Context: an optimization exercise on an open-source flow, tuned for small area and a short achievable clock period. The choices shown serve that exercise and are no tape-out recipe.
No functional check of the RTL was part of any run shown here.

<file path="constraint.sdc">
create_clock -name core_clock -period 18.0 [get_ports {clk}]
set_input_delay 3.6000 -clock core_clock [delete_from_list [all_inputs] [get_ports {clk}]]
set_output_delay 3.6000 -clock core_clock [all_outputs]
set_load 0.01 [all_outputs]
</file>
<file path="flow/run.sh">
#!/bin/bash
# Own layout flow: the standard flow (standard.sh) with two changes:
#  - the full-adder and half-adder modules (fa, ha) are kept as their own modules through
#    synthesis, so each becomes one sky130 fa/ha cell, and the netlist is flattened at the end
#    as the standard synthesis does;
#  - port buffers are buf_2 cells instead of the default delay-buffer cell.
set -euo pipefail
W=$PWD
export SYNTH_KEEP_MODULES="fa ha"
export BUFFER_PORTS_ARGS="-buffer_cell sky130_fd_sc_hd__buf_2"
export SETUP_SLACK_MARGIN=8
export ABC_AREA=1
bash "$W/standard.sh" > "$W/standard_flow.log" 2>&1
</file>
<file path="design.v">
module fa (input logic a, b, c, output logic s, co);
  assign s = a ^ b ^ c;
  assign co = (a & b) | (a & c) | (b & c);
endmodule
module ha (input logic a, b, output logic s, co);
  assign s = a ^ b;
  assign co = a & b;
endmodule
module multiplier (input logic [15:0] x, y, output logic [15:0] p);
  logic b1_1;
  logic b2_2;
  logic bn_3;
  logic xn4;
  logic xn5;
  logic xn6;
  logic xn7;
  logic xn8;
  logic xn9;
  logic xn10;
  logic xn11;
  logic xn12;
  logic xn13;
  logic xn14;
  logic xn15;
  logic xn16;
  logic xn17;
  logic xn18;
  logic xn19;
  logic xn20;
  logic pp21;
  logic pp22;
  logic pp23;
  logic pp24;
  logic pp25;
  logic pp26;
  logic pp27;
  logic pp28;
  logic pp29;
  logic pp30;
  logic pp31;
  logic pp32;
  logic pp33;
  logic pp34;
  logic pp35;
  logic pp36;
  logic pp37;
  logic pp38;
  logic b1_39;
  logic b2_40;
  logic bn_41;
  logic xn42;
  logic xn43;
  logic xn44;
  logic xn45;
  logic xn46;
  logic xn47;
  logic xn48;
  logic xn49;
  logic xn50;
  logic xn51;
  logic xn52;
  logic xn53;
  logic xn54;
  logic xn55;
  logic xn56;
  logic xn57;
  logic xn58;
  logic pp59;
  logic pp60;
  logic pp61;
  logic pp62;
  logic pp63;
  logic pp64;
  logic pp65;
  logic pp66;
  logic pp67;
  logic pp68;
  logic pp69;
  logic pp70;
  logic pp71;
  logic pp72;
  logic pp73;
  logic pp74;
  logic pp75;
  logic pp76;
  logic b1_77;
  logic b2_78;
  logic bn_79;
  logic xn80;
  logic xn81;
  logic xn82;
  logic xn83;
  logic xn84;
  logic xn85;
  logic xn86;
  logic xn87;
  logic xn88;
  logic xn89;
  logic xn90;
  logic xn91;
  logic xn92;
  logic xn93;
  logic xn94;
  logic xn95;
  logic xn96;
  logic pp97;
  logic pp98;
  logic pp99;
  logic pp100;
  logic pp101;
  logic pp102;
  logic pp103;
  logic pp104;
  logic pp105;
  logic pp106;
  logic pp107;
  logic pp108;
  logic pp109;
  logic pp110;
  logic pp111;
  logic pp112;
  logic pp113;
  logic pp114;
  logic b1_115;
  logic b2_116;
  logic bn_117;
  logic xn118;
  logic xn119;
  logic xn120;
  logic xn121;
  logic xn122;
  logic xn123;
  logic xn124;
  logic xn125;
  logic xn126;
  logic xn127;
  logic xn128;
  logic xn129;
  logic xn130;
  logic xn131;
  logic xn132;
  logic xn133;
  logic xn134;
  logic pp135;
  logic pp136;
  logic pp137;
  logic pp138;
  logic pp139;
  logic pp140;
  logic pp141;
  logic pp142;
  logic pp143;
  logic pp144;
  logic pp145;
  logic pp146;
  logic pp147;
  logic pp148;
  logic pp149;
  logic pp150;
  logic pp151;
  logic pp152;
  logic b1_153;
  logic b2_154;
  logic bn_155;
  logic xn156;
  logic xn157;
  logic xn158;
  logic xn159;
  logic xn160;
  logic xn161;
  logic xn162;
  logic xn163;
  logic xn164;
  logic xn165;
  logic xn166;
  logic xn167;
  logic xn168;
  logic xn169;
  logic xn170;
  logic xn171;
  logic xn172;
  logic pp173;
  logic pp174;
  logic pp175;
  logic pp176;
  logic pp177;
  logic pp178;
  logic pp179;
  logic pp180;
  logic pp181;
  logic pp182;
  logic pp183;
  logic pp184;
  logic pp185;
  logic pp186;
  logic pp187;
  logic pp188;
  logic pp189;
  logic pp190;
  logic b1_191;
  logic b2_192;
  logic bn_193;
  logic xn194;
  logic xn195;
  logic xn196;
  logic xn197;
  logic xn198;
  logic xn199;
  logic xn200;
  logic xn201;
  logic xn202;
  logic xn203;
  logic xn204;
  logic xn205;
  logic xn206;
  logic xn207;
  logic xn208;
  logic xn209;
  logic xn210;
  logic pp211;
  logic pp212;
  logic pp213;
  logic pp214;
  logic pp215;
  logic pp216;
  logic pp217;
  logic pp218;
  logic pp219;
  logic pp220;
  logic pp221;
  logic pp222;
  logic pp223;
  logic pp224;
  logic pp225;
  logic pp226;
  logic pp227;
  logic pp228;
  logic b1_229;
  logic b2_230;
  logic bn_231;
  logic xn232;
  logic xn233;
  logic xn234;
  logic xn235;
  logic xn236;
  logic xn237;
  logic xn238;
  logic xn239;
  logic xn240;
  logic xn241;
  logic xn242;
  logic xn243;
  logic xn244;
  logic xn245;
  logic xn246;
  logic xn247;
  logic xn248;
  logic pp249;
  logic pp250;
  logic pp251;
  logic pp252;
  logic pp253;
  logic pp254;
  logic pp255;
  logic pp256;
  logic pp257;
  logic pp258;
  logic pp259;
  logic pp260;
  logic pp261;
  logic pp262;
  logic pp263;
  logic pp264;
  logic pp265;
  logic pp266;
  logic b1_267;
  logic b2_268;
  logic bn_269;
  logic xn270;
  logic xn271;
  logic xn272;
  logic xn273;
  logic xn274;
  logic xn275;
  logic xn276;
  logic xn277;
  logic xn278;
  logic xn279;
  logic xn280;
  logic xn281;
  logic xn282;
  logic xn283;
  logic xn284;
  logic xn285;
  logic xn286;
  logic pp287;
  logic pp288;
  logic pp289;
  logic pp290;
  logic pp291;
  logic pp292;
  logic pp293;
  logic pp294;
  logic pp295;
  logic pp296;
  logic pp297;
  logic pp298;
  logic pp299;
  logic pp300;
  logic pp301;
  logic pp302;
  logic pp303;
  logic pp304;
  logic pp305;
  logic pp306;
  logic pp307;
  logic pp308;
  logic pp309;
  logic pp310;
  logic pp311;
  logic pp312;
  logic pp313;
  logic pp314;
  logic pp315;
  logic pp316;
  logic pp317;
  logic pp318;
  logic pp319;
  logic pp320;
  logic s321;
  logic c322;
  logic s323;
  logic c324;
  logic s325;
  logic c326;
  logic s327;
  logic c328;
  logic s329;
  logic c330;
  logic s331;
  logic c332;
  logic s333;
  logic c334;
  logic s335;
  logic c336;
  logic s337;
  logic c338;
  logic s339;
  logic c340;
  logic s341;
  logic c342;
  logic s343;
  logic c344;
  logic s345;
  logic c346;
  logic s347;
  logic c348;
  logic s349;
  logic c350;
  logic s351;
  logic c352;
  logic s353;
  logic c354;
  logic s355;
  logic c356;
  logic s357;
  logic c358;
  logic s359;
  logic c360;
  logic s361;
  logic c362;
  logic s363;
  logic c364;
  logic s365;
  logic c366;
  logic s367;
  logic c368;
  logic s369;
  logic c370;
  logic s371;
  logic c372;
  logic s373;
  logic c374;
  logic s375;
  logic c376;
  logic s377;
  logic c378;
  logic s379;
  logic c380;
  logic s381;
  logic c382;
  logic s383;
  logic c384;
  logic s385;
  logic c386;
  logic s387;
  logic c388;
  logic s389;
  logic c390;
  logic s391;
  logic c392;
  logic s393;
  logic c394;
  logic s395;
  logic c396;
  logic s397;
  logic c398;
  logic s399;
  logic c400;
  logic s401;
  logic c402;
  logic s403;
  logic c404;
  logic s405;
  logic c406;
  logic s407;
  logic c408;
  logic s409;
  logic c410;
  logic s411;
  logic c412;
  logic s413;
  logic c414;
  logic s415;
  logic c416;
  logic s417;
  logic c418;
  logic s419;
  logic c420;
  logic s421;
  logic c422;
  logic s423;
  logic c424;
  logic s425;
  logic c426;
  logic s427;
  logic c428;
  logic s429;
  logic c430;
  logic s431;
  logic c432;
  logic s433;
  logic c434;
  logic s435;
  logic c436;
  logic s437;
  logic c438;
  logic s439;
  logic c440;
  logic s441;
  logic c442;
  logic s443;
  logic c444;
  logic s445;
  logic c446;
  logic s447;
  logic c448;
  logic s449;
  logic c450;
  logic s451;
  logic c452;
  logic s453;
  logic c454;
  logic s455;
  logic c456;
  logic s457;
  logic c458;
  logic s459;
  logic c460;
  logic s461;
  logic c462;
  logic s463;
  logic c464;
  logic s465;
  logic c466;
  logic s467;
  logic c468;
  logic s469;
  logic c470;
  logic s471;
  logic c472;
  logic s473;
  logic c474;
  logic s475;
  logic c476;
  logic s477;
  logic c478;
  logic s479;
  logic c480;
  logic s481;
  logic c482;
  logic s483;
  logic c484;
  logic s485;
  logic c486;
  logic s487;
  logic c488;
  logic s489;
  logic c490;
  logic s491;
  logic c492;
  logic s493;
  logic c494;
  logic s495;
  logic c496;
  logic s497;
  logic c498;
  logic s499;
  logic c500;
  logic s501;
  logic c502;
  logic s503;
  logic c504;
  logic s505;
  logic c506;
  logic s507;
  logic c508;
  logic s509;
  logic c510;
  logic s511;
  logic c512;
  logic s513;
  logic c514;
  logic s515;
  logic c516;
  logic s517;
  logic c518;
  logic s519;
  logic c520;
  logic s521;
  logic c522;
  logic s523;
  logic c524;
  logic s525;
  logic c526;
  logic s527;
  logic c528;
  logic s529;
  logic c530;
  logic s531;
  logic c532;
  logic s533;
  logic c534;
  logic s535;
  logic c536;
  logic s537;
  logic c538;
  logic s539;
  logic c540;
  logic s541;
  logic c542;
  logic s543;
  logic c544;
  logic s545;
  logic c546;
  logic s547;
  logic c548;
  logic s549;
  logic c550;
  logic s551;
  logic c552;
  logic s553;
  logic c554;
  logic s555;
  logic c556;
  logic s557;
  logic c558;
  logic s559;
  logic c560;
  logic s561;
  logic c562;
  logic s563;
  logic c564;
  logic s565;
  logic c566;
  logic s567;
  logic c568;
  logic s569;
  logic c570;
  logic s571;
  logic c572;
  logic s573;
  logic c574;
  logic s575;
  logic c576;
  logic s577;
  logic c578;
  logic s579;
  logic c580;
  logic s581;
  logic c582;
  logic s583;
  logic c584;
  logic s585;
  logic c586;
  logic s587;
  logic c588;
  assign b1_1 = y[0] ^ 1'b0;
  assign b2_2 = (y[1] & ~y[0] & ~1'b0) | (~y[1] & y[0] & 1'b0);
  assign bn_3 = y[1] & ~(y[0] & 1'b0);
  assign xn4 = x[0] ^ bn_3;
  assign xn5 = x[1] ^ bn_3;
  assign xn6 = x[2] ^ bn_3;
  assign xn7 = x[3] ^ bn_3;
  assign xn8 = x[4] ^ bn_3;
  assign xn9 = x[5] ^ bn_3;
  assign xn10 = x[6] ^ bn_3;
  assign xn11 = x[7] ^ bn_3;
  assign xn12 = x[8] ^ bn_3;
  assign xn13 = x[9] ^ bn_3;
  assign xn14 = x[10] ^ bn_3;
  assign xn15 = x[11] ^ bn_3;
  assign xn16 = x[12] ^ bn_3;
  assign xn17 = x[13] ^ bn_3;
  assign xn18 = x[14] ^ bn_3;
  assign xn19 = x[15] ^ bn_3;
  assign xn20 = 1'b0 ^ bn_3;
  assign pp21 = (b1_1 & xn4) | (b2_2 & bn_3);
  assign pp22 = (b1_1 & xn5) | (b2_2 & xn4);
  assign pp23 = (b1_1 & xn6) | (b2_2 & xn5);
  assign pp24 = (b1_1 & xn7) | (b2_2 & xn6);
  assign pp25 = (b1_1 & xn8) | (b2_2 & xn7);
  assign pp26 = (b1_1 & xn9) | (b2_2 & xn8);
  assign pp27 = (b1_1 & xn10) | (b2_2 & xn9);
  assign pp28 = (b1_1 & xn11) | (b2_2 & xn10);
  assign pp29 = (b1_1 & xn12) | (b2_2 & xn11);
  assign pp30 = (b1_1 & xn13) | (b2_2 & xn12);
  assign pp31 = (b1_1 & xn14) | (b2_2 & xn13);
  assign pp32 = (b1_1 & xn15) | (b2_2 & xn14);
  assign pp33 = (b1_1 & xn16) | (b2_2 & xn15);
  assign pp34 = (b1_1 & xn17) | (b2_2 & xn16);
  assign pp35 = (b1_1 & xn18) | (b2_2 & xn17);
  assign pp36 = (b1_1 & xn19) | (b2_2 & xn18);
  assign pp37 = (b1_1 & xn20) | (b2_2 & xn19);
  assign pp38 = ~bn_3;
  assign b1_39 = y[2] ^ y[1];
  assign b2_40 = (y[3] & ~y[2] & ~y[1]) | (~y[3] & y[2] & y[1]);
  assign bn_41 = y[3] & ~(y[2] & y[1]);
  assign xn42 = x[0] ^ bn_41;
  assign xn43 = x[1] ^ bn_41;
  assign xn44 = x[2] ^ bn_41;
  assign xn45 = x[3] ^ bn_41;
  assign xn46 = x[4] ^ bn_41;
  assign xn47 = x[5] ^ bn_41;
  assign xn48 = x[6] ^ bn_41;
  assign xn49 = x[7] ^ bn_41;
  assign xn50 = x[8] ^ bn_41;
  assign xn51 = x[9] ^ bn_41;
  assign xn52 = x[10] ^ bn_41;
  assign xn53 = x[11] ^ bn_41;
  assign xn54 = x[12] ^ bn_41;
  assign xn55 = x[13] ^ bn_41;
  assign xn56 = x[14] ^ bn_41;
  assign xn57 = x[15] ^ bn_41;
  assign xn58 = 1'b0 ^ bn_41;
  assign pp59 = (b1_39 & xn42) | (b2_40 & bn_41);
  assign pp60 = (b1_39 & xn43) | (b2_40 & xn42);
  assign pp61 = (b1_39 & xn44) | (b2_40 & xn43);
  assign pp62 = (b1_39 & xn45) | (b2_40 & xn44);
  assign pp63 = (b1_39 & xn46) | (b2_40 & xn45);
  assign pp64 = (b1_39 & xn47) | (b2_40 & xn46);
  assign pp65 = (b1_39 & xn48) | (b2_40 & xn47);
  assign pp66 = (b1_39 & xn49) | (b2_40 & xn48);
  assign pp67 = (b1_39 & xn50) | (b2_40 & xn49);
  assign pp68 = (b1_39 & xn51) | (b2_40 & xn50);
  assign pp69 = (b1_39 & xn52) | (b2_40 & xn51);
  assign pp70 = (b1_39 & xn53) | (b2_40 & xn52);
  assign pp71 = (b1_39 & xn54) | (b2_40 & xn53);
  assign pp72 = (b1_39 & xn55) | (b2_40 & xn54);
  assign pp73 = (b1_39 & xn56) | (b2_40 & xn55);
  assign pp74 = (b1_39 & xn57) | (b2_40 & xn56);
  assign pp75 = (b1_39 & xn58) | (b2_40 & xn57);
  assign pp76 = ~bn_41;
  assign b1_77 = y[4] ^ y[3];
  assign b2_78 = (y[5] & ~y[4] & ~y[3]) | (~y[5] & y[4] & y[3]);
  assign bn_79 = y[5] & ~(y[4] & y[3]);
  assign xn80 = x[0] ^ bn_79;
  assign xn81 = x[1] ^ bn_79;
  assign xn82 = x[2] ^ bn_79;
  assign xn83 = x[3] ^ bn_79;
  assign xn84 = x[4] ^ bn_79;
  assign xn85 = x[5] ^ bn_79;
  assign xn86 = x[6] ^ bn_79;
  assign xn87 = x[7] ^ bn_79;
  assign xn88 = x[8] ^ bn_79;
  assign xn89 = x[9] ^ bn_79;
  assign xn90 = x[10] ^ bn_79;
  assign xn91 = x[11] ^ bn_79;
  assign xn92 = x[12] ^ bn_79;
  assign xn93 = x[13] ^ bn_79;
  assign xn94 = x[14] ^ bn_79;
  assign xn95 = x[15] ^ bn_79;
  assign xn96 = 1'b0 ^ bn_79;
  assign pp97 = (b1_77 & xn80) | (b2_78 & bn_79);
  assign pp98 = (b1_77 & xn81) | (b2_78 & xn80);
  assign pp99 = (b1_77 & xn82) | (b2_78 & xn81);
  assign pp100 = (b1_77 & xn83) | (b2_78 & xn82);
  assign pp101 = (b1_77 & xn84) | (b2_78 & xn83);
  assign pp102 = (b1_77 & xn85) | (b2_78 & xn84);
  assign pp103 = (b1_77 & xn86) | (b2_78 & xn85);
  assign pp104 = (b1_77 & xn87) | (b2_78 & xn86);
  assign pp105 = (b1_77 & xn88) | (b2_78 & xn87);
  assign pp106 = (b1_77 & xn89) | (b2_78 & xn88);
  assign pp107 = (b1_77 & xn90) | (b2_78 & xn89);
  assign pp108 = (b1_77 & xn91) | (b2_78 & xn90);
  assign pp109 = (b1_77 & xn92) | (b2_78 & xn91);
  assign pp110 = (b1_77 & xn93) | (b2_78 & xn92);
  assign pp111 = (b1_77 & xn94) | (b2_78 & xn93);
  assign pp112 = (b1_77 & xn95) | (b2_78 & xn94);
  assign pp113 = (b1_77 & xn96) | (b2_78 & xn95);
  assign pp114 = ~bn_79;
  assign b1_115 = y[6] ^ y[5];
  assign b2_116 = (y[7] & ~y[6] & ~y[5]) | (~y[7] & y[6] & y[5]);
  assign bn_117 = y[7] & ~(y[6] & y[5]);
  assign xn118 = x[0] ^ bn_117;
  assign xn119 = x[1] ^ bn_117;
  assign xn120 = x[2] ^ bn_117;
  assign xn121 = x[3] ^ bn_117;
  assign xn122 = x[4] ^ bn_117;
  assign xn123 = x[5] ^ bn_117;
  assign xn124 = x[6] ^ bn_117;
  assign xn125 = x[7] ^ bn_117;
  assign xn126 = x[8] ^ bn_117;
  assign xn127 = x[9] ^ bn_117;
  assign xn128 = x[10] ^ bn_117;
  assign xn129 = x[11] ^ bn_117;
  assign xn130 = x[12] ^ bn_117;
  assign xn131 = x[13] ^ bn_117;
  assign xn132 = x[14] ^ bn_117;
  assign xn133 = x[15] ^ bn_117;
  assign xn134 = 1'b0 ^ bn_117;
  assign pp135 = (b1_115 & xn118) | (b2_116 & bn_117);
  assign pp136 = (b1_115 & xn119) | (b2_116 & xn118);
  assign pp137 = (b1_115 & xn120) | (b2_116 & xn119);
  assign pp138 = (b1_115 & xn121) | (b2_116 & xn120);
  assign pp139 = (b1_115 & xn122) | (b2_116 & xn121);
  assign pp140 = (b1_115 & xn123) | (b2_116 & xn122);
  assign pp141 = (b1_115 & xn124) | (b2_116 & xn123);
  assign pp142 = (b1_115 & xn125) | (b2_116 & xn124);
  assign pp143 = (b1_115 & xn126) | (b2_116 & xn125);
  assign pp144 = (b1_115 & xn127) | (b2_116 & xn126);
  assign pp145 = (b1_115 & xn128) | (b2_116 & xn127);
  assign pp146 = (b1_115 & xn129) | (b2_116 & xn128);
  assign pp147 = (b1_115 & xn130) | (b2_116 & xn129);
  assign pp148 = (b1_115 & xn131) | (b2_116 & xn130);
  assign pp149 = (b1_115 & xn132) | (b2_116 & xn131);
  assign pp150 = (b1_115 & xn133) | (b2_116 & xn132);
  assign pp151 = (b1_115 & xn134) | (b2_116 & xn133);
  assign pp152 = ~bn_117;
  assign b1_153 = y[8] ^ y[7];
  assign b2_154 = (y[9] & ~y[8] & ~y[7]) | (~y[9] & y[8] & y[7]);
  assign bn_155 = y[9] & ~(y[8] & y[7]);
  assign xn156 = x[0] ^ bn_155;
  assign xn157 = x[1] ^ bn_155;
  assign xn158 = x[2] ^ bn_155;
  assign xn159 = x[3] ^ bn_155;
  assign xn160 = x[4] ^ bn_155;
  assign xn161 = x[5] ^ bn_155;
  assign xn162 = x[6] ^ bn_155;
  assign xn163 = x[7] ^ bn_155;
  assign xn164 = x[8] ^ bn_155;
  assign xn165 = x[9] ^ bn_155;
  assign xn166 = x[10] ^ bn_155;
  assign xn167 = x[11] ^ bn_155;
  assign xn168 = x[12] ^ bn_155;
  assign xn169 = x[13] ^ bn_155;
  assign xn170 = x[14] ^ bn_155;
  assign xn171 = x[15] ^ bn_155;
  assign xn172 = 1'b0 ^ bn_155;
  assign pp173 = (b1_153 & xn156) | (b2_154 & bn_155);
  assign pp174 = (b1_153 & xn157) | (b2_154 & xn156);
  assign pp175 = (b1_153 & xn158) | (b2_154 & xn157);
  assign pp176 = (b1_153 & xn159) | (b2_154 & xn158);
  assign pp177 = (b1_153 & xn160) | (b2_154 & xn159);
  assign pp178 = (b1_153 & xn161) | (b2_154 & xn160);
  assign pp179 = (b1_153 & xn162) | (b2_154 & xn161);
  assign pp180 = (b1_153 & xn163) | (b2_154 & xn162);
  assign pp181 = (b1_153 & xn164) | (b2_154 & xn163);
  assign pp182 = (b1_153 & xn165) | (b2_154 & xn164);
  assign pp183 = (b1_153 & xn166) | (b2_154 & xn165);
  assign pp184 = (b1_153 & xn167) | (b2_154 & xn166);
  assign pp185 = (b1_153 & xn168) | (b2_154 & xn167);
  assign pp186 = (b1_153 & xn169) | (b2_154 & xn168);
  assign pp187 = (b1_153 & xn170) | (b2_154 & xn169);
  assign pp188 = (b1_153 & xn171) | (b2_154 & xn170);
  assign pp189 = (b1_153 & xn172) | (b2_154 & xn171);
  assign pp190 = ~bn_155;
  assign b1_191 = y[10] ^ y[9];
  assign b2_192 = (y[11] & ~y[10] & ~y[9]) | (~y[11] & y[10] & y[9]);
  assign bn_193 = y[11] & ~(y[10] & y[9]);
  assign xn194 = x[0] ^ bn_193;
  assign xn195 = x[1] ^ bn_193;
  assign xn196 = x[2] ^ bn_193;
  assign xn197 = x[3] ^ bn_193;
  assign xn198 = x[4] ^ bn_193;
  assign xn199 = x[5] ^ bn_193;
  assign xn200 = x[6] ^ bn_193;
  assign xn201 = x[7] ^ bn_193;
  assign xn202 = x[8] ^ bn_193;
  assign xn203 = x[9] ^ bn_193;
  assign xn204 = x[10] ^ bn_193;
  assign xn205 = x[11] ^ bn_193;
  assign xn206 = x[12] ^ bn_193;
  assign xn207 = x[13] ^ bn_193;
  assign xn208 = x[14] ^ bn_193;
  assign xn209 = x[15] ^ bn_193;
  assign xn210 = 1'b0 ^ bn_193;
  assign pp211 = (b1_191 & xn194) | (b2_192 & bn_193);
  assign pp212 = (b1_191 & xn195) | (b2_192 & xn194);
  assign pp213 = (b1_191 & xn196) | (b2_192 & xn195);
  assign pp214 = (b1_191 & xn197) | (b2_192 & xn196);
  assign pp215 = (b1_191 & xn198) | (b2_192 & xn197);
  assign pp216 = (b1_191 & xn199) | (b2_192 & xn198);
  assign pp217 = (b1_191 & xn200) | (b2_192 & xn199);
  assign pp218 = (b1_191 & xn201) | (b2_192 & xn200);
  assign pp219 = (b1_191 & xn202) | (b2_192 & xn201);
  assign pp220 = (b1_191 & xn203) | (b2_192 & xn202);
  assign pp221 = (b1_191 & xn204) | (b2_192 & xn203);
  assign pp222 = (b1_191 & xn205) | (b2_192 & xn204);
  assign pp223 = (b1_191 & xn206) | (b2_192 & xn205);
  assign pp224 = (b1_191 & xn207) | (b2_192 & xn206);
  assign pp225 = (b1_191 & xn208) | (b2_192 & xn207);
  assign pp226 = (b1_191 & xn209) | (b2_192 & xn208);
  assign pp227 = (b1_191 & xn210) | (b2_192 & xn209);
  assign pp228 = ~bn_193;
  assign b1_229 = y[12] ^ y[11];
  assign b2_230 = (y[13] & ~y[12] & ~y[11]) | (~y[13] & y[12] & y[11]);
  assign bn_231 = y[13] & ~(y[12] & y[11]);
  assign xn232 = x[0] ^ bn_231;
  assign xn233 = x[1] ^ bn_231;
  assign xn234 = x[2] ^ bn_231;
  assign xn235 = x[3] ^ bn_231;
  assign xn236 = x[4] ^ bn_231;
  assign xn237 = x[5] ^ bn_231;
  assign xn238 = x[6] ^ bn_231;
  assign xn239 = x[7] ^ bn_231;
  assign xn240 = x[8] ^ bn_231;
  assign xn241 = x[9] ^ bn_231;
  assign xn242 = x[10] ^ bn_231;
  assign xn243 = x[11] ^ bn_231;
  assign xn244 = x[12] ^ bn_231;
  assign xn245 = x[13] ^ bn_231;
  assign xn246 = x[14] ^ bn_231;
  assign xn247 = x[15] ^ bn_231;
  assign xn248 = 1'b0 ^ bn_231;
  assign pp249 = (b1_229 & xn232) | (b2_230 & bn_231);
  assign pp250 = (b1_229 & xn233) | (b2_230 & xn232);
  assign pp251 = (b1_229 & xn234) | (b2_230 & xn233);
  assign pp252 = (b1_229 & xn235) | (b2_230 & xn234);
  assign pp253 = (b1_229 & xn236) | (b2_230 & xn235);
  assign pp254 = (b1_229 & xn237) | (b2_230 & xn236);
  assign pp255 = (b1_229 & xn238) | (b2_230 & xn237);
  assign pp256 = (b1_229 & xn239) | (b2_230 & xn238);
  assign pp257 = (b1_229 & xn240) | (b2_230 & xn239);
  assign pp258 = (b1_229 & xn241) | (b2_230 & xn240);
  assign pp259 = (b1_229 & xn242) | (b2_230 & xn241);
  assign pp260 = (b1_229 & xn243) | (b2_230 & xn242);
  assign pp261 = (b1_229 & xn244) | (b2_230 & xn243);
  assign pp262 = (b1_229 & xn245) | (b2_230 & xn244);
  assign pp263 = (b1_229 & xn246) | (b2_230 & xn245);
  assign pp264 = (b1_229 & xn247) | (b2_230 & xn246);
  assign pp265 = (b1_229 & xn248) | (b2_230 & xn247);
  assign pp266 = ~bn_231;
  assign b1_267 = y[14] ^ y[13];
  assign b2_268 = (y[15] & ~y[14] & ~y[13]) | (~y[15] & y[14] & y[13]);
  assign bn_269 = y[15] & ~(y[14] & y[13]);
  assign xn270 = x[0] ^ bn_269;
  assign xn271 = x[1] ^ bn_269;
  assign xn272 = x[2] ^ bn_269;
  assign xn273 = x[3] ^ bn_269;
  assign xn274 = x[4] ^ bn_269;
  assign xn275 = x[5] ^ bn_269;
  assign xn276 = x[6] ^ bn_269;
  assign xn277 = x[7] ^ bn_269;
  assign xn278 = x[8] ^ bn_269;
  assign xn279 = x[9] ^ bn_269;
  assign xn280 = x[10] ^ bn_269;
  assign xn281 = x[11] ^ bn_269;
  assign xn282 = x[12] ^ bn_269;
  assign xn283 = x[13] ^ bn_269;
  assign xn284 = x[14] ^ bn_269;
  assign xn285 = x[15] ^ bn_269;
  assign xn286 = 1'b0 ^ bn_269;
  assign pp287 = (b1_267 & xn270) | (b2_268 & bn_269);
  assign pp288 = (b1_267 & xn271) | (b2_268 & xn270);
  assign pp289 = (b1_267 & xn272) | (b2_268 & xn271);
  assign pp290 = (b1_267 & xn273) | (b2_268 & xn272);
  assign pp291 = (b1_267 & xn274) | (b2_268 & xn273);
  assign pp292 = (b1_267 & xn275) | (b2_268 & xn274);
  assign pp293 = (b1_267 & xn276) | (b2_268 & xn275);
  assign pp294 = (b1_267 & xn277) | (b2_268 & xn276);
  assign pp295 = (b1_267 & xn278) | (b2_268 & xn277);
  assign pp296 = (b1_267 & xn279) | (b2_268 & xn278);
  assign pp297 = (b1_267 & xn280) | (b2_268 & xn279);
  assign pp298 = (b1_267 & xn281) | (b2_268 & xn280);
  assign pp299 = (b1_267 & xn282) | (b2_268 & xn281);
  assign pp300 = (b1_267 & xn283) | (b2_268 & xn282);
  assign pp301 = (b1_267 & xn284) | (b2_268 & xn283);
  assign pp302 = (b1_267 & xn285) | (b2_268 & xn284);
  assign pp303 = (b1_267 & xn286) | (b2_268 & xn285);
  assign pp304 = ~bn_269;
  assign pp305 = x[0] & y[15];
  assign pp306 = x[1] & y[15];
  assign pp307 = x[2] & y[15];
  assign pp308 = x[3] & y[15];
  assign pp309 = x[4] & y[15];
  assign pp310 = x[5] & y[15];
  assign pp311 = x[6] & y[15];
  assign pp312 = x[7] & y[15];
  assign pp313 = x[8] & y[15];
  assign pp314 = x[9] & y[15];
  assign pp315 = x[10] & y[15];
  assign pp316 = x[11] & y[15];
  assign pp317 = x[12] & y[15];
  assign pp318 = x[13] & y[15];
  assign pp319 = x[14] & y[15];
  assign pp320 = x[15] & y[15];
  assign s321 = ~pp306;
  assign c322 = pp306;
  assign s323 = ~pp307;
  assign c324 = pp307;
  ha us325 (.a(bn_193), .b(pp103), .s(s325), .co(c326));
  ha us327 (.a(pp104), .b(pp140), .s(s327), .co(c328));
  fa us329 (.a(bn_231), .b(pp105), .c(pp141), .s(s329), .co(c330));
  ha us331 (.a(pp177), .b(pp213), .s(s331), .co(c332));
  fa us333 (.a(pp106), .b(pp142), .c(pp178), .s(s333), .co(c334));
  ha us335 (.a(pp214), .b(pp250), .s(s335), .co(c336));
  fa us337 (.a(bn_269), .b(pp107), .c(pp143), .s(s337), .co(c338));
  fa us339 (.a(pp179), .b(pp215), .c(pp251), .s(s339), .co(c340));
  ha us341 (.a(pp287), .b(pp35), .s(s341), .co(c342));
  fa us343 (.a(pp108), .b(pp144), .c(pp180), .s(s343), .co(c344));
  fa us345 (.a(pp216), .b(pp252), .c(pp288), .s(s345), .co(c346));
  ha us347 (.a(pp36), .b(pp72), .s(s347), .co(c348));
  fa us349 (.a(pp305), .b(pp109), .c(pp145), .s(s349), .co(c350));
  fa us351 (.a(pp181), .b(pp217), .c(pp253), .s(s351), .co(c352));
  fa us353 (.a(pp289), .b(pp37), .c(pp73), .s(s353), .co(c354));
  fa us355 (.a(pp38), .b(s321), .c(pp110), .s(s355), .co(c356));
  fa us357 (.a(pp146), .b(pp182), .c(pp218), .s(s357), .co(c358));
  fa us359 (.a(pp254), .b(pp290), .c(pp74), .s(s359), .co(c360));
  fa us361 (.a(c322), .b(s323), .c(pp111), .s(s361), .co(c362));
  fa us363 (.a(pp147), .b(pp183), .c(pp219), .s(s363), .co(c364));
  fa us365 (.a(pp255), .b(pp291), .c(pp75), .s(s365), .co(c366));
  fa us367 (.a(pp308), .b(pp76), .c(c324), .s(s367), .co(c368));
  fa us369 (.a(pp112), .b(pp148), .c(pp184), .s(s369), .co(c370));
  fa us371 (.a(pp220), .b(pp256), .c(pp292), .s(s371), .co(c372));
  assign s373 = ~(pp309 ^ pp113);
  assign c374 = pp309 | pp113;
  fa us375 (.a(pp149), .b(pp185), .c(pp221), .s(s375), .co(c376));
  ha us377 (.a(pp257), .b(pp293), .s(s377), .co(c378));
  fa us379 (.a(pp310), .b(pp114), .c(pp150), .s(s379), .co(c380));
  fa us381 (.a(pp186), .b(pp222), .c(pp258), .s(s381), .co(c382));
  assign s383 = ~(pp311 ^ pp151);
  assign c384 = pp311 | pp151;
  ha us385 (.a(pp187), .b(pp223), .s(s385), .co(c386));
  fa us387 (.a(pp312), .b(pp152), .c(pp188), .s(s387), .co(c388));
  assign s389 = ~pp313;
  assign c390 = pp313;
  ha us391 (.a(bn_117), .b(pp135), .s(s391), .co(c392));
  ha us393 (.a(pp100), .b(pp136), .s(s393), .co(c394));
  fa us395 (.a(bn_155), .b(pp101), .c(pp137), .s(s395), .co(c396));
  ha us397 (.a(pp173), .b(pp29), .s(s397), .co(c398));
  fa us399 (.a(pp102), .b(pp138), .c(pp174), .s(s399), .co(c400));
  ha us401 (.a(pp30), .b(pp66), .s(s401), .co(c402));
  fa us403 (.a(pp139), .b(pp175), .c(pp211), .s(s403), .co(c404));
  fa us405 (.a(pp31), .b(pp67), .c(s325), .s(s405), .co(c406));
  fa us407 (.a(pp176), .b(pp212), .c(pp32), .s(s407), .co(c408));
  fa us409 (.a(pp68), .b(c326), .c(s327), .s(s409), .co(c410));
  fa us411 (.a(pp249), .b(pp33), .c(pp69), .s(s411), .co(c412));
  fa us413 (.a(c328), .b(s331), .c(s329), .s(s413), .co(c414));
  fa us415 (.a(pp34), .b(pp70), .c(c332), .s(s415), .co(c416));
  fa us417 (.a(s335), .b(c330), .c(s333), .s(s417), .co(c418));
  fa us419 (.a(pp71), .b(c336), .c(s341), .s(s419), .co(c420));
  fa us421 (.a(c334), .b(s337), .c(s339), .s(s421), .co(c422));
  fa us423 (.a(c342), .b(s347), .c(c338), .s(s423), .co(c424));
  fa us425 (.a(c340), .b(s343), .c(s345), .s(s425), .co(c426));
  fa us427 (.a(c348), .b(c344), .c(c346), .s(s427), .co(c428));
  fa us429 (.a(s349), .b(s351), .c(s353), .s(s429), .co(c430));
  fa us431 (.a(c350), .b(c352), .c(c354), .s(s431), .co(c432));
  fa us433 (.a(s355), .b(s357), .c(s359), .s(s433), .co(c434));
  fa us435 (.a(c356), .b(c358), .c(c360), .s(s435), .co(c436));
  fa us437 (.a(s361), .b(s363), .c(s365), .s(s437), .co(c438));
  fa us439 (.a(s367), .b(c362), .c(c364), .s(s439), .co(c440));
  fa us441 (.a(c366), .b(s369), .c(s371), .s(s441), .co(c442));
  fa us443 (.a(c368), .b(s377), .c(c370), .s(s443), .co(c444));
  fa us445 (.a(c372), .b(s373), .c(s375), .s(s445), .co(c446));
  fa us447 (.a(pp294), .b(c378), .c(c374), .s(s447), .co(c448));
  fa us449 (.a(c376), .b(s379), .c(s381), .s(s449), .co(c450));
  fa us451 (.a(pp259), .b(pp295), .c(s385), .s(s451), .co(c452));
  fa us453 (.a(c380), .b(c382), .c(s383), .s(s453), .co(c454));
  fa us455 (.a(pp224), .b(pp260), .c(pp296), .s(s455), .co(c456));
  fa us457 (.a(c386), .b(c384), .c(s387), .s(s457), .co(c458));
  fa us459 (.a(s389), .b(pp189), .c(pp225), .s(s459), .co(c460));
  fa us461 (.a(pp261), .b(pp297), .c(c388), .s(s461), .co(c462));
  fa us463 (.a(pp314), .b(pp190), .c(c390), .s(s463), .co(c464));
  fa us465 (.a(pp226), .b(pp262), .c(pp298), .s(s465), .co(c466));
  assign s467 = ~(pp315 ^ pp227);
  assign c468 = pp315 | pp227;
  ha us469 (.a(pp263), .b(pp299), .s(s469), .co(c470));
  fa us471 (.a(pp316), .b(pp228), .c(pp264), .s(s471), .co(c472));
  assign s473 = ~pp317;
  assign c474 = pp317;
  ha us475 (.a(bn_79), .b(pp25), .s(s475), .co(c476));
  ha us477 (.a(pp26), .b(pp62), .s(s477), .co(c478));
  fa us479 (.a(pp27), .b(pp63), .c(pp99), .s(s479), .co(c480));
  fa us481 (.a(pp28), .b(pp64), .c(c392), .s(s481), .co(c482));
  fa us483 (.a(pp65), .b(c394), .c(s397), .s(s483), .co(c484));
  fa us485 (.a(c398), .b(s401), .c(c396), .s(s485), .co(c486));
  fa us487 (.a(c402), .b(c400), .c(s403), .s(s487), .co(c488));
  fa us489 (.a(c404), .b(s407), .c(c406), .s(s489), .co(c490));
  fa us491 (.a(c408), .b(s411), .c(c410), .s(s491), .co(c492));
  fa us493 (.a(c412), .b(s415), .c(c414), .s(s493), .co(c494));
  fa us495 (.a(c416), .b(s419), .c(c418), .s(s495), .co(c496));
  fa us497 (.a(c420), .b(c422), .c(s423), .s(s497), .co(c498));
  fa us499 (.a(c424), .b(c426), .c(s427), .s(s499), .co(c500));
  fa us501 (.a(c428), .b(c430), .c(s431), .s(s501), .co(c502));
  fa us503 (.a(c432), .b(c434), .c(s435), .s(s503), .co(c504));
  fa us505 (.a(c436), .b(c438), .c(s439), .s(s505), .co(c506));
  fa us507 (.a(c440), .b(c442), .c(s443), .s(s507), .co(c508));
  fa us509 (.a(c444), .b(c446), .c(s447), .s(s509), .co(c510));
  fa us511 (.a(s451), .b(c448), .c(c450), .s(s511), .co(c512));
  fa us513 (.a(s455), .b(c452), .c(c454), .s(s513), .co(c514));
  fa us515 (.a(c456), .b(s459), .c(c458), .s(s515), .co(c516));
  fa us517 (.a(s463), .b(c460), .c(s465), .s(s517), .co(c518));
  fa us519 (.a(c464), .b(s469), .c(c466), .s(s519), .co(c520));
  fa us521 (.a(pp300), .b(c470), .c(c468), .s(s521), .co(c522));
  fa us523 (.a(s473), .b(pp265), .c(pp301), .s(s523), .co(c524));
  fa us525 (.a(pp318), .b(pp266), .c(c474), .s(s525), .co(c526));
  assign s527 = ~pp319;
  assign c528 = pp319;
  ha us529 (.a(bn_41), .b(pp23), .s(s529), .co(c530));
  ha us531 (.a(pp24), .b(pp60), .s(s531), .co(c532));
  fa us533 (.a(pp61), .b(pp97), .c(s475), .s(s533), .co(c534));
  fa us535 (.a(pp98), .b(c476), .c(s477), .s(s535), .co(c536));
  fa us537 (.a(c478), .b(s391), .c(s479), .s(s537), .co(c538));
  fa us539 (.a(s393), .b(c480), .c(s481), .s(s539), .co(c540));
  fa us541 (.a(s395), .b(c482), .c(s483), .s(s541), .co(c542));
  fa us543 (.a(s399), .b(c484), .c(s485), .s(s543), .co(c544));
  fa us545 (.a(s405), .b(c486), .c(s487), .s(s545), .co(c546));
  fa us547 (.a(s409), .b(c488), .c(s489), .s(s547), .co(c548));
  fa us549 (.a(s413), .b(c490), .c(s491), .s(s549), .co(c550));
  fa us551 (.a(s417), .b(c492), .c(s493), .s(s551), .co(c552));
  fa us553 (.a(s421), .b(c494), .c(s495), .s(s553), .co(c554));
  fa us555 (.a(s425), .b(c496), .c(s497), .s(s555), .co(c556));
  fa us557 (.a(s429), .b(c498), .c(s499), .s(s557), .co(c558));
  fa us559 (.a(s433), .b(c500), .c(s501), .s(s559), .co(c560));
  fa us561 (.a(s437), .b(c502), .c(s503), .s(s561), .co(c562));
  fa us563 (.a(s441), .b(c504), .c(s505), .s(s563), .co(c564));
  fa us565 (.a(s445), .b(c506), .c(s507), .s(s565), .co(c566));
  fa us567 (.a(s449), .b(c508), .c(s509), .s(s567), .co(c568));
  fa us569 (.a(s453), .b(c510), .c(s511), .s(s569), .co(c570));
  fa us571 (.a(s457), .b(c512), .c(s513), .s(s571), .co(c572));
  fa us573 (.a(s461), .b(c514), .c(s515), .s(s573), .co(c574));
  fa us575 (.a(c462), .b(s517), .c(c516), .s(s575), .co(c576));
  fa us577 (.a(s467), .b(c518), .c(s519), .s(s577), .co(c578));
  fa us579 (.a(s471), .b(c520), .c(s521), .s(s579), .co(c580));
  fa us581 (.a(c472), .b(s523), .c(c522), .s(s581), .co(c582));
  fa us583 (.a(pp302), .b(s525), .c(c524), .s(s583), .co(c584));
  fa us585 (.a(s527), .b(pp303), .c(c526), .s(s585), .co(c586));
  fa us587 (.a(pp320), .b(pp304), .c(c528), .s(s587), .co(c588));
  logic [31:0] ra, rb, sum;
  assign ra = {s587, s585, s583, s581, c578, s577, c574, c572, c570, c568, c566, c564, c562, c560, c558, c556, c554, c552, c550, c548, c546, c544, c542, c540, c538, c536, c534, c532, c530, pp59, pp22, bn_3};
  assign rb = {c586, c584, c582, c580, s579, c576, s575, s573, s571, s569, s567, s565, s563, s561, s559, s557, s555, s553, s551, s549, s547, s545, s543, s541, s539, s537, s535, s533, s531, s529, 1'b0, pp21};
  assign sum = ra + rb;
  assign p = sum[30:15];
endmodule
module divider (input logic [15:0] N,D,IA0,IA1,IA2,IA3,
                input logic clk, reset, kSave, nSave, dSave, kNextSel,
                input logic [1:0] muxSelB,
                output logic [15:0] quotient, remainder);
  logic [15:0] n, d, k, left, right, p;
  logic s0, s1, s2, s3, sk;
  assign s0 = ~reset & kNextSel & (D[14:13] == 2'd0);
  assign s1 = ~reset & kNextSel & (D[14:13] == 2'd1);
  assign s2 = ~reset & kNextSel & (D[14:13] == 2'd2);
  assign s3 = ~reset & kNextSel & (D[14:13] == 2'd3);
  assign sk = ~reset & ~kNextSel;
  assign left = ({16{s0}} & IA0) | ({16{s1}} & IA1) | ({16{s2}} & IA2) | ({16{s3}} & IA3)
              | ({16{sk}} & k);
  always_comb
    case (muxSelB)
      2'd0: right = N;
      2'd1: right = D;
      2'd2: right = n;
      default: right = d;
    endcase
  multiplier mult(.x(left), .y(right), .p(p));
  always_ff @(posedge clk) begin
    if (nSave | reset) n <= p;
    if (dSave | reset) d <= p;
    if (kSave | reset) k <= ~(p | {16{reset}});
    if (nSave | reset) quotient <= n & {16{~reset}};
  end
  assign remainder = 16'b0;
endmodule
</file>
<file path="config.mk">
export PLATFORM = sky130hd
export DESIGN_NAME = divider
export DESIGN_NICKNAME = divider
export VERILOG_FILES = /design/flow/design.v
export SDC_FILE = /design/flow/constraint.sdc
export NUM_CORES = 4
export LEC_CHECK = 0
export CAP_MARGIN = 20
export CORE_MARGIN = 2
export CORE_UTILIZATION = 40
export SLEW_MARGIN = 20
</file>
<file path="standard.sh">
#!/bin/bash
# synth_recipe.tcl (not shown) runs the flow's synth.tcl, then flattens the netlist and writes it again
# the make line also repeats each setting of config.mk as NAME=value (left out here)
make -C /OpenROAD-flow-scripts/flow DESIGN_CONFIG=/design/flow/config.mk WORK_HOME=/design/flow/orfs CLKGATE_MAP_FILE= SYNTH_SCRIPT=/design/flow/synth_recipe.tcl "${@:-finish}"
</file>
==> flow_summary.toml, run 1 <==
[setup_path]
crit_arrival_ns = 9.66
crit_family = "adder cells"
startpoint_type = "input port"
slowest_delay_ns = 0.52
timing_worst_setup_path_type = "input port to register"
crit_buf_inv = 5
required_ns = 18.06
crit_slowest_cell = "nor2_4"
worst_setup_path_end_kind = "register"
path_max_fanout = 18

[synth]
yosysSeqAreaShare = 0.1872
netlist.area_leader.share = 0.2106
ys_ff_latch = 64
syn_area_mm2 = 0.01027
yosysWarnings = 1
synth_area_leader_cell = "fa_1"
async_flop_share = 0
synth_cell_types = 48
synthTopCellsByArea = "fa_1 (21%), edfxtp_1 (19%), nand2_1 (8.7%)"
synthCells = 1203
syn-mean-instance-area_um2 = 8.536
synth-edff-count = 64
synth-main-ff-cell = "edfxtp_1"

[placement]
port_buffers = 119
dp_hpwl_um = 27600
gp_congestion = 0.9520

[grt]
grt_use_total = 0.2511
grt_overflow_total = 0
grt_pass1_wl_um = 50450
antenna_found_initial = 0
grt_pass1_vias = 8864
grt_max_degree = 39

[sta]
tns_ns = 0
slew_headroom = 0.3557
clock.fmax_mhz = 104.2
finalMaxSlewViolations = 0
rsz0062_at_grt = "no"
fin_crit_sh = 0.5333
post-route-min-period_ns = 9.600
setup_viol = 0
hold_viol = 0
max_slew.worst_pin.slew_ns = 0.9665
fin_worst_skew_ns = 0.006681

[detailed_routing]
postRouteAntennaNets = 0
routed-wl-met2_um = 15560
post_drt_wl_per_cell_um = 20.55
drc = 0
top_layer_used = "met4"
post_drt_via_cell_ratio = 5.688
finalWirelength_um = 33540
met3_length_um = 2772
drtPass1Iterations = 8
drt_iter0_markers = 953
vias = 9282
drt-met1-wl_um = 13950

[final_layout]
nets = 1564
diodes = 0
drive_above_1_share = 0.1605
area_growth_pct = 10.64
utilization = 0.4512

[hold_path]
hold_path_class = "register to register"

[status]
outcome = "no timing/DRC/antenna violations"

[die]
fp.dieH_um = 164.2
ios = 136
core-area_mm2 = 0.02518
placementRows = 58
start_util = 0.4078
die_w_um = 164.2
dieArea_mm2 = 0.02697

[cts]
clock_latency_ns = 0.33
htreeDepth = 3
cts_buffers = 9
clock_path_buffers = 2
cts_tree = "done"
numClockSinks = 64
cts_root_buffer = "clkbuf_16"
path_clk_slew_ns = 0.05

[job]
cap_violations = 0
-- sequential cells by signal, indices dropped and copies added, names as in the netlist --
register and cells:
n 16, quotient 16, d 16, k 16
-- metrics by stage --
step	setup WS, ns	instances	cell area (um2)	hold WS, ns
floorplan	9.105	1218	10320	0.5162
global placement	7.281	1610	10960	0.5361
detailed placement	7.295	1610	10960	0.5449
CTS	8.086	1626	11270	0.5578
global route	8.058	1632	11360	0.5827
finish	8.400	1632	11360	0.5525
-- per-module statistics from Yosys (local to each module, per instance) --
| module | area (um2) | cells inside | flops+latches |
|---|---|---|---|
| ha | 12.51 | 1 | 0 |
| divider | 7894 | 1078 | 64 |
| fa | 20.02 | 1 | 0 |
-- logic make-up (layout without fill, tap and decap cells) --
group	after synthesis	in the layout	share of synthesized area
buf+inv	161	245	0.07506
fa+ha+maj	163	163	0.2776
other cells	1	16	0.0003652
simple gates	413	413	0.1808
flops	64	64	0.1872
xor+xnor	117	117	0.09979
compound gates	284	284	0.1792
-- what timing repair did --
| item | CTS | global route |
|---|---|---|
| hold buffers | 0 | 0 |
| setup buffers | 0 | 6 |
| setup endpoints to repair | 31 | 28 |
| pin swaps | 0 | 1 |
| resized for setup | 3 | 7 |
-- cell usage after synthesis, types with 4 or more instances --
master	count
buf_4	22
o22ai_1	120
o21ai_4	5
fa_1	108
ha_1	55
clkbuf_1	12
nor2_4	7
inv_2	14
a21oi_1	56
edfxtp_1	64
a221oi_4	4
clkinv_1	5
nand4_1	6
nor2_8	5
xnor2_1	42
xor2_1	75
o21ai_1	23
o2111ai_2	4
o21ai_0	43
nand2_1	238
buf_2	16
nand3_1	35
nand2_2	7
nor3_1	4
nor2_1	90
o21ai_2	5
inv_1	84
buf_6	4
nand3_2	7
a31oi_1	5
o2111ai_1	7
-- metal layers --
metal  GRT usage  up-vias
met1      0.3347     4472
met2      0.4100      445
met3     0.04040       66
li1            -     4299
met4     0.09530        0
met5           0        -
-- worst min-delay path: stages (launching register included) --
cell      delay [ns]
edfxtp_1        0.32
inv_1           0.05
nor2_1          0.07
-- path summary, 6_finish.rpt --
| check | startpoint | to | slack, ns | cells after the start |
|---|---|---|---|---|
| worst min-delay path | n[4] | quotient[4] | 0.55 | 2 |
| worst max-delay path | muxSelB[1] | k[15] | 8.40 | 25 |
| worst min register to register | n[4] | quotient[4] | 0.55 | 2 |
| worst max register to register | n[6] | k[15] | 11.75 | 23 |
-- cell usage in the layout (no fill, tap or decap), types with 6 or more instances in the layout --
master / instances
nand3_2: 7
buf_4: 6
ha_1: 54
edfxtp_1: 64
clkbuf_16: 9
nand2_1: 237
o21ai_0: 43
xor2_1: 75
nand3_1: 35
nor2_1: 89
inv_1: 83
buf_2: 118
xnor2_1: 42
conb_1: 16
nand4_1: 6
inv_2: 14
nand2_2: 7
o22ai_1: 120
a21oi_1: 56
nor2_4: 9
o21ai_1: 23
fa_1: 108
o2111ai_1: 7
-- area by class of cell --
class | count | area, um2
clock inverters | 4 | 68.82
flip-flops and latches | 64 | 1922
inverters | 103 | 394.1
fillers | 2530 | 13820
repair buffers | 126 | 663.1
clock buffers | 12 | 236.5
multi-input cells | 993 | 7664
well taps | 330 | 412.9
==> run 2, diff against run 1 <==
--- a/design.v
+++ b/design.v
@@ -1060,7 +1060,182 @@
   logic [31:0] ra, rb, sum;
   assign ra = {s587, s585, s583, s581, c578, s577, c574, c572, c570, c568, c566, c564, c562, c560, c558, c556, c554, c552, c550, c548, c546, c544, c542, c540, c538, c536, c534, c532, c530, pp59, pp22, bn_3};
   assign rb = {c586, c584, c582, c580, s579, c576, s575, s573, s571, s569, s567, s565, s563, s561, s559, s557, s555, s553, s551, s549, s547, s545, s543, s541, s539, s537, s535, s533, s531, s529, 1'b0, pp21};
-  assign sum = ra + rb;
+  logic [31:0] g0, p0;
+  assign g0 = ra & rb;
+  assign p0 = ra ^ rb;
+  logic gg1_1, pp1_1;
+  assign gg1_1 = g0[1] | (p0[1] & g0[0]);
+  assign pp1_1 = p0[1] & p0[0];
+  logic gg1_3, pp1_3;
+  assign gg1_3 = g0[3] | (p0[3] & g0[2]);
+  assign pp1_3 = p0[3] & p0[2];
+  logic gg1_5, pp1_5;
+  assign gg1_5 = g0[5] | (p0[5] & g0[4]);
+  assign pp1_5 = p0[5] & p0[4];
+  logic gg1_7, pp1_7;
+  assign gg1_7 = g0[7] | (p0[7] & g0[6]);
+  assign pp1_7 = p0[7] & p0[6];
+  logic gg1_9, pp1_9;
+  assign gg1_9 = g0[9] | (p0[9] & g0[8]);
+  assign pp1_9 = p0[9] & p0[8];
+  logic gg1_11, pp1_11;
+  assign gg1_11 = g0[11] | (p0[11] & g0[10]);
+  assign pp1_11 = p0[11] & p0[10];
+  logic gg1_13, pp1_13;
+  assign gg1_13 = g0[13] | (p0[13] & g0[12]);
+  assign pp1_13 = p0[13] & p0[12];
+  logic gg1_15, pp1_15;
+  assign gg1_15 = g0[15] | (p0[15] & g0[14]);
+  assign pp1_15 = p0[15] & p0[14];
+  logic gg1_17, pp1_17;
+  assign gg1_17 = g0[17] | (p0[17] & g0[16]);
+  assign pp1_17 = p0[17] & p0[16];
+  logic gg1_19, pp1_19;
+  assign gg1_19 = g0[19] | (p0[19] & g0[18]);
+  assign pp1_19 = p0[19] & p0[18];
+  logic gg1_21, pp1_21;
+  assign gg1_21 = g0[21] | (p0[21] & g0[20]);
+  assign pp1_21 = p0[21] & p0[20];
+  logic gg1_23, pp1_23;
+  assign gg1_23 = g0[23] | (p0[23] & g0[22]);
+  assign pp1_23 = p0[23] & p0[22];
+  logic gg1_25, pp1_25;
+  assign gg1_25 = g0[25] | (p0[25] & g0[24]);
+  assign pp1_25 = p0[25] & p0[24];
+  logic gg1_27, pp1_27;
+  assign gg1_27 = g0[27] | (p0[27] & g0[26]);
+  assign pp1_27 = p0[27] & p0[26];
+  logic gg1_29, pp1_29;
+  assign gg1_29 = g0[29] | (p0[29] & g0[28]);
+  assign pp1_29 = p0[29] & p0[28];
+  logic gg1_31, pp1_31;
+  assign gg1_31 = g0[31] | (p0[31] & g0[30]);
+  assign pp1_31 = p0[31] & p0[30];
+  logic gg2_3, pp2_3;
+  assign gg2_3 = gg1_3 | (pp1_3 & gg1_1);
+  assign pp2_3 = pp1_3 & pp1_1;
+  logic gg2_7, pp2_7;
+  assign gg2_7 = gg1_7 | (pp1_7 & gg1_5);
+  assign pp2_7 = pp1_7 & pp1_5;
+  logic gg2_11, pp2_11;
+  assign gg2_11 = gg1_11 | (pp1_11 & gg1_9);
+  assign pp2_11 = pp1_11 & pp1_9;
+  logic gg2_15, pp2_15;
+  assign gg2_15 = gg1_15 | (pp1_15 & gg1_13);
+  assign pp2_15 = pp1_15 & pp1_13;
+  logic gg2_19, pp2_19;
+  assign gg2_19 = gg1_19 | (pp1_19 & gg1_17);
+  assign pp2_19 = pp1_19 & pp1_17;
+  logic gg2_23, pp2_23;
+  assign gg2_23 = gg1_23 | (pp1_23 & gg1_21);
+  assign pp2_23 = pp1_23 & pp1_21;
+  logic gg2_27, pp2_27;
+  assign gg2_27 = gg1_27 | (pp1_27 & gg1_25);
+  assign pp2_27 = pp1_27 & pp1_25;
+  logic gg2_31, pp2_31;
+  assign gg2_31 = gg1_31 | (pp1_31 & gg1_29);
+  assign pp2_31 = pp1_31 & pp1_29;
+  logic gg3_7, pp3_7;
+  assign gg3_7 = gg2_7 | (pp2_7 & gg2_3);
+  assign pp3_7 = pp2_7 & pp2_3;
+  logic gg3_15, pp3_15;
+  assign gg3_15 = gg2_15 | (pp2_15 & gg2_11);
+  assign pp3_15 = pp2_15 & pp2_11;
+  logic gg3_23, pp3_23;
+  assign gg3_23 = gg2_23 | (pp2_23 & gg2_19);
+  assign pp3_23 = pp2_23 & pp2_19;
+  logic gg3_31, pp3_31;
+  assign gg3_31 = gg2_31 | (pp2_31 & gg2_27);
+  assign pp3_31 = pp2_31 & pp2_27;
+  logic gg4_15, pp4_15;
+  assign gg4_15 = gg3_15 | (pp3_15 & gg3_7);
+  assign pp4_15 = pp3_15 & pp3_7;
+  logic gg4_31, pp4_31;
+  assign gg4_31 = gg3_31 | (pp3_31 & gg3_23);
+  assign pp4_31 = pp3_31 & pp3_23;
+  logic gg5_31, pp5_31;
+  assign gg5_31 = gg4_31 | (pp4_31 & gg4_15);
+  assign pp5_31 = pp4_31 & pp4_15;
+  logic gg7_23, pp7_23;
+  assign gg7_23 = gg3_23 | (pp3_23 & gg4_15);
+  assign pp7_23 = pp3_23 & pp4_15;
+  logic gg8_11, pp8_11;
+  assign gg8_11 = gg2_11 | (pp2_11 & gg3_7);
+  assign pp8_11 = pp2_11 & pp3_7;
+  logic gg8_19, pp8_19;
+  assign gg8_19 = gg2_19 | (pp2_19 & gg4_15);
+  assign pp8_19 = pp2_19 & pp4_15;
+  logic gg8_27, pp8_27;
+  assign gg8_27 = gg2_27 | (pp2_27 & gg7_23);
+  assign pp8_27 = pp2_27 & pp7_23;
+  logic gg9_5, pp9_5;
+  assign gg9_5 = gg1_5 | (pp1_5 & gg2_3);
+  assign pp9_5 = pp1_5 & pp2_3;
+  logic gg9_9, pp9_9;
+  assign gg9_9 = gg1_9 | (pp1_9 & gg3_7);
+  assign pp9_9 = pp1_9 & pp3_7;
+  logic gg9_13, pp9_13;
+  assign gg9_13 = gg1_13 | (pp1_13 & gg8_11);
+  assign pp9_13 = pp1_13 & pp8_11;
+  logic gg9_17, pp9_17;
+  assign gg9_17 = gg1_17 | (pp1_17 & gg4_15);
+  assign pp9_17 = pp1_17 & pp4_15;
+  logic gg9_21, pp9_21;
+  assign gg9_21 = gg1_21 | (pp1_21 & gg8_19);
+  assign pp9_21 = pp1_21 & pp8_19;
+  logic gg9_25, pp9_25;
+  assign gg9_25 = gg1_25 | (pp1_25 & gg7_23);
+  assign pp9_25 = pp1_25 & pp7_23;
+  logic gg9_29, pp9_29;
+  assign gg9_29 = gg1_29 | (pp1_29 & gg8_27);
+  assign pp9_29 = pp1_29 & pp8_27;
+  logic gg10_2, pp10_2;
+  assign gg10_2 = g0[2] | (p0[2] & gg1_1);
+  assign pp10_2 = p0[2] & pp1_1;
+  logic gg10_4, pp10_4;
+  assign gg10_4 = g0[4] | (p0[4] & gg2_3);
+  assign pp10_4 = p0[4] & pp2_3;
+  logic gg10_6, pp10_6;
+  assign gg10_6 = g0[6] | (p0[6] & gg9_5);
+  assign pp10_6 = p0[6] & pp9_5;
+  logic gg10_8, pp10_8;
+  assign gg10_8 = g0[8] | (p0[8] & gg3_7);
+  assign pp10_8 = p0[8] & pp3_7;
+  logic gg10_10, pp10_10;
+  assign gg10_10 = g0[10] | (p0[10] & gg9_9);
+  assign pp10_10 = p0[10] & pp9_9;
+  logic gg10_12, pp10_12;
+  assign gg10_12 = g0[12] | (p0[12] & gg8_11);
+  assign pp10_12 = p0[12] & pp8_11;
+  logic gg10_14, pp10_14;
+  assign gg10_14 = g0[14] | (p0[14] & gg9_13);
+  assign pp10_14 = p0[14] & pp9_13;
+  logic gg10_16, pp10_16;
+  assign gg10_16 = g0[16] | (p0[16] & gg4_15);
+  assign pp10_16 = p0[16] & pp4_15;
+  logic gg10_18, pp10_18;
+  assign gg10_18 = g0[18] | (p0[18] & gg9_17);
+  assign pp10_18 = p0[18] & pp9_17;
+  logic gg10_20, pp10_20;
+  assign gg10_20 = g0[20] | (p0[20] & gg8_19);
+  assign pp10_20 = p0[20] & pp8_19;
+  logic gg10_22, pp10_22;
+  assign gg10_22 = g0[22] | (p0[22] & gg9_21);
+  assign pp10_22 = p0[22] & pp9_21;
+  logic gg10_24, pp10_24;
+  assign gg10_24 = g0[24] | (p0[24] & gg7_23);
+  assign pp10_24 = p0[24] & pp7_23;
+  logic gg10_26, pp10_26;
+  assign gg10_26 = g0[26] | (p0[26] & gg9_25);
+  assign pp10_26 = p0[26] & pp9_25;
+  logic gg10_28, pp10_28;
+  assign gg10_28 = g0[28] | (p0[28] & gg8_27);
+  assign pp10_28 = p0[28] & pp8_27;
+  logic gg10_30, pp10_30;
+  assign gg10_30 = g0[30] | (p0[30] & gg9_29);
+  assign pp10_30 = p0[30] & pp9_29;
+  assign sum[0] = p0[0];
+  assign sum[31:1] = p0[31:1] ^ {gg10_30, gg9_29, gg10_28, gg8_27, gg10_26, gg9_25, gg10_24, gg7_23, gg10_22, gg9_21, gg10_20, gg8_19, gg10_18, gg9_17, gg10_16, gg4_15, gg10_14, gg9_13, gg10_12, gg8_11, gg10_10, gg9_9, gg10_8, gg3_7, gg10_6, gg9_5, gg10_4, gg2_3, gg10_2, gg1_1, g0[0]};
   assign p = sum[30:15];
 endmodule
 module divider (input logic [15:0] N,D,IA0,IA1,IA2,IA3,
==> run 2 against run 1 <==
Count of clock-buffer cells in the layout did not move. Die area fell by 8.0%. Largest cell class unchanged. Critical path type unchanged. Still clean. Utilization rose by 1.5 points. Highest routed layer unchanged. Via count fell by 15%.
==> flow_summary.toml, run 2 <==
[sta]
tns_ns = 0
slew_headroom = 0.3904
fin_worst_skew_ns = 0.004495
post-route-min-period_ns = 9.661
max_slew.worst_pin.slew_ns = 0.9144
hold_viol = 0
finalMaxSlewViolations = 0
clock.fmax_mhz = 103.5
fin_crit_sh = 0.5367
rsz0062_at_grt = "no"
setup_viol = 0

[final_layout]
mostFrequentLayoutCells = "o22ai_1 (127), xor2_1 (125), nand2_1 (124)"
final_area_mm2 = 0.01087
final_common_cell = "o22ai_1"
fillCellCount = 2222
utilization = 0.4659
diodes = 0
drive_above_1_share = 0.2183
nets = 1398
area_growth_pct = 15.28
final_cells = 1446

[synth]
yosys-top-cells-count = "o22ai_1 (129), nand2_1 (127), xor2_1 (127)"
syn-mean-instance-area_um2 = 9.478
netlist.area_leader.share = 0.2441
yosysWarnings = 1
async_flop_share = 0
synth_cell_types = 41
syn_area_mm2 = 0.009430
synth-edff-count = 64
yosysMostFrequentCell = "o22ai_1"
synthCells = 995
synthTopCellsByArea = "fa_1 (24%), edfxtp_1 (20%), xor2_1 (12%)"
synth-main-ff-cell = "edfxtp_1"
ys_ff_latch = 64
yosysSeqAreaShare = 0.2038
synth_area_leader_cell = "fa_1"

[grt]
grt_overflow_total = 0
grt_use_total = 0.2220
grt_pass1_wl_um = 41800
antenna_found_initial = 0
grt_pass1_vias = 7870
grt_max_degree = 39

[placement]
place_area_mm2 = 0.01021
dp.cells = 1402
gp_congestion = 0.8709
dp_hpwl_um = 22010
port_buffers = 119

[die]
core-area_mm2 = 0.02333
start_util = 0.4042
placementRows = 56
die_w_um = 157.5
ios = 136
fp.dieH_um = 157.5
dieArea_mm2 = 0.02482

[setup_path]
crit_arrival_ns = 9.72
startpoint_type = "input port"
crit_buf_inv = 8
cpMostUsedCell = "fa_1"
worst_setup_path_end_kind = "register"
slowest_delay_ns = 0.53
crit_family = "adder cells"
path_max_fanout = 16
timing_worst_setup_path_type = "input port to register"
crit_slowest_cell = "fa_1"
required_ns = 18.06

[cts]
htreeDepth = 3
hold_buffers = 0
clock_latency_ns = 0.32
cts_tree = "done"
cts_buffers = 9
path_clk_slew_ns = 0.05
clock_path_buffers = 2
numClockSinks = 64
cts_root_buffer = "clkbuf_16"

[status]
outcome = "no timing/DRC/antenna violations"

[detailed_routing]
finalWirelength_um = 27610
postRouteAntennaNets = 0
drtPass1Iterations = 5
post_drt_via_cell_ratio = 5.435
vias = 7859
drt_iter0_markers = 531
drc = 0
post_drt_wl_per_cell_um = 19.09

[job]
cap_violations = 0

[hold_path]
hold_path_class = "register to register"
[run 2: modules after synthesis, one instance, submodules excluded]
| module | cell area (um2) | flops+latches |
|---|---|---|
| divider | 7056 | 64 |
| fa | 20.02 | 0 |
| ha | 12.51 | 0 |
[run 2: repair_timing]
| item | CTS | global route |
|---|---|---|
| setup buffers | 4 | 25 |
| gates resized for setup | 10 | 39 |
| cloned | 0 | 1 |
| pin swaps | 2 | 7 |
| hold endpoints to repair | 0 | 0 |
| setup endpoints to repair | 45 | 40 |
[run 2: per-stage QoR]
stage	worst slack, ns	hold slack (ns)
after floorplan	8.445	0.5162
after global placement	7.062	0.5383
after detailed placement	6.829	0.5425
after CTS	8.007	0.5534
after global routing	7.975	0.5719
final	8.339	0.5472
[run 2: kinds of logic (layout without fill, tap and decap cells)]
kind of cell | after synthesis | after routing | share of synthesized area
simple gates | 252 | 253 | 0.1225
compound gates | 216 | 216 | 0.1578
fa+ha+maj | 170 | 170 | 0.3171
buf+inv | 164 | 280 | 0.07961
xor+xnor | 128 | 128 | 0.1189
flops | 64 | 64 | 0.2038
other cells | 1 | 16 | 0.0003977
[run 2: per-layer routing]
| layer | part of all wire | global-route usage | vias up |
|---|---|---|---|
| met5 | 0 | 0 | - |
| met4 | 0.028 | 0.07229 | 0 |
| met3 | 0.069 | 0.03579 | 53 |
| met2 | 0.49 | 0.3810 | 317 |
| met1 | 0.42 | 0.2860 | 3827 |
| li1 | - | - | 3662 |
[run 2: worst register-to-register path: cells and delay by family, from the launching register on]
| kind | cells | cell delay, ns |
|---|---|---|
| simple gates | 6 | 0.49 |
| xor+xnor | 2 | 0.43 |
| flops | 1 | 0.36 |
| compound gates | 6 | 1.03 |
| buf+inv | 6 | 0.73 |
| fa+ha+maj | 7 | 2.97 |
[run 2: path summary, 6_finish.rpt]
kind / startpoint / slack [ns] / cells after the start / to
worst max-delay path: muxSelB[1] / 8.34 / 29 / k[14]
worst min-delay path: n[4] / 0.55 / 2 / quotient[4]
worst max register to register: n[5] / 11.73 / 27 / k[14]
worst min register to register: n[4] / 0.55 / 2 / quotient[4]
[run 2: layout make-up]
class                           count  area (um2)  area share
Clock buffer                       12       236.5     0.02175
Clock inverter                      2       8.758   0.0008056
Inverter                          109       452.9     0.04166
Multi-Input combinational cell    783        6944      0.6387
Sequential cell                    64        1922      0.1768
Tap cell                          319       399.1     0.03671
Timing Repair Buffer              157       908.4     0.08355

-- afterwards: timing with drivers on the ports --
How much do the figures lean on ideal ports? The routed layouts below were timed once more, with nothing changed but the port constraints.
Step 1, drivers: a clkbuf_16 drives clk and a buf_2 each remaining input, both assumed.
Step 2 adds t to the input delays and takes it off the output delays; t is the mean of the earliest and latest rising clock arrival at the registers after step 1. Input paths then give back, and output paths get back, about the clock's delay inside the block.
Slacks: ideal ports / drivers / drivers and shift; pairs: ideal ports / drivers.
run	shift t [ns]	setup WS [ns]	hold slack, ns	slew at the worst register clock pin (ns)
run 1	0.361	8.400 / 8.416 / 8.054	0.552 / 0.552 / 0.552	0.05 / 0.05
run 2	0.352	8.339 / 8.350 / 7.998	0.547 / 0.547 / 0.547	0.05 / 0.05
After both steps every run listed still meets setup and hold. The setup slack of run 1, which loses most, moves by +0.016 ns with the drivers and by -0.346 ns with both steps.
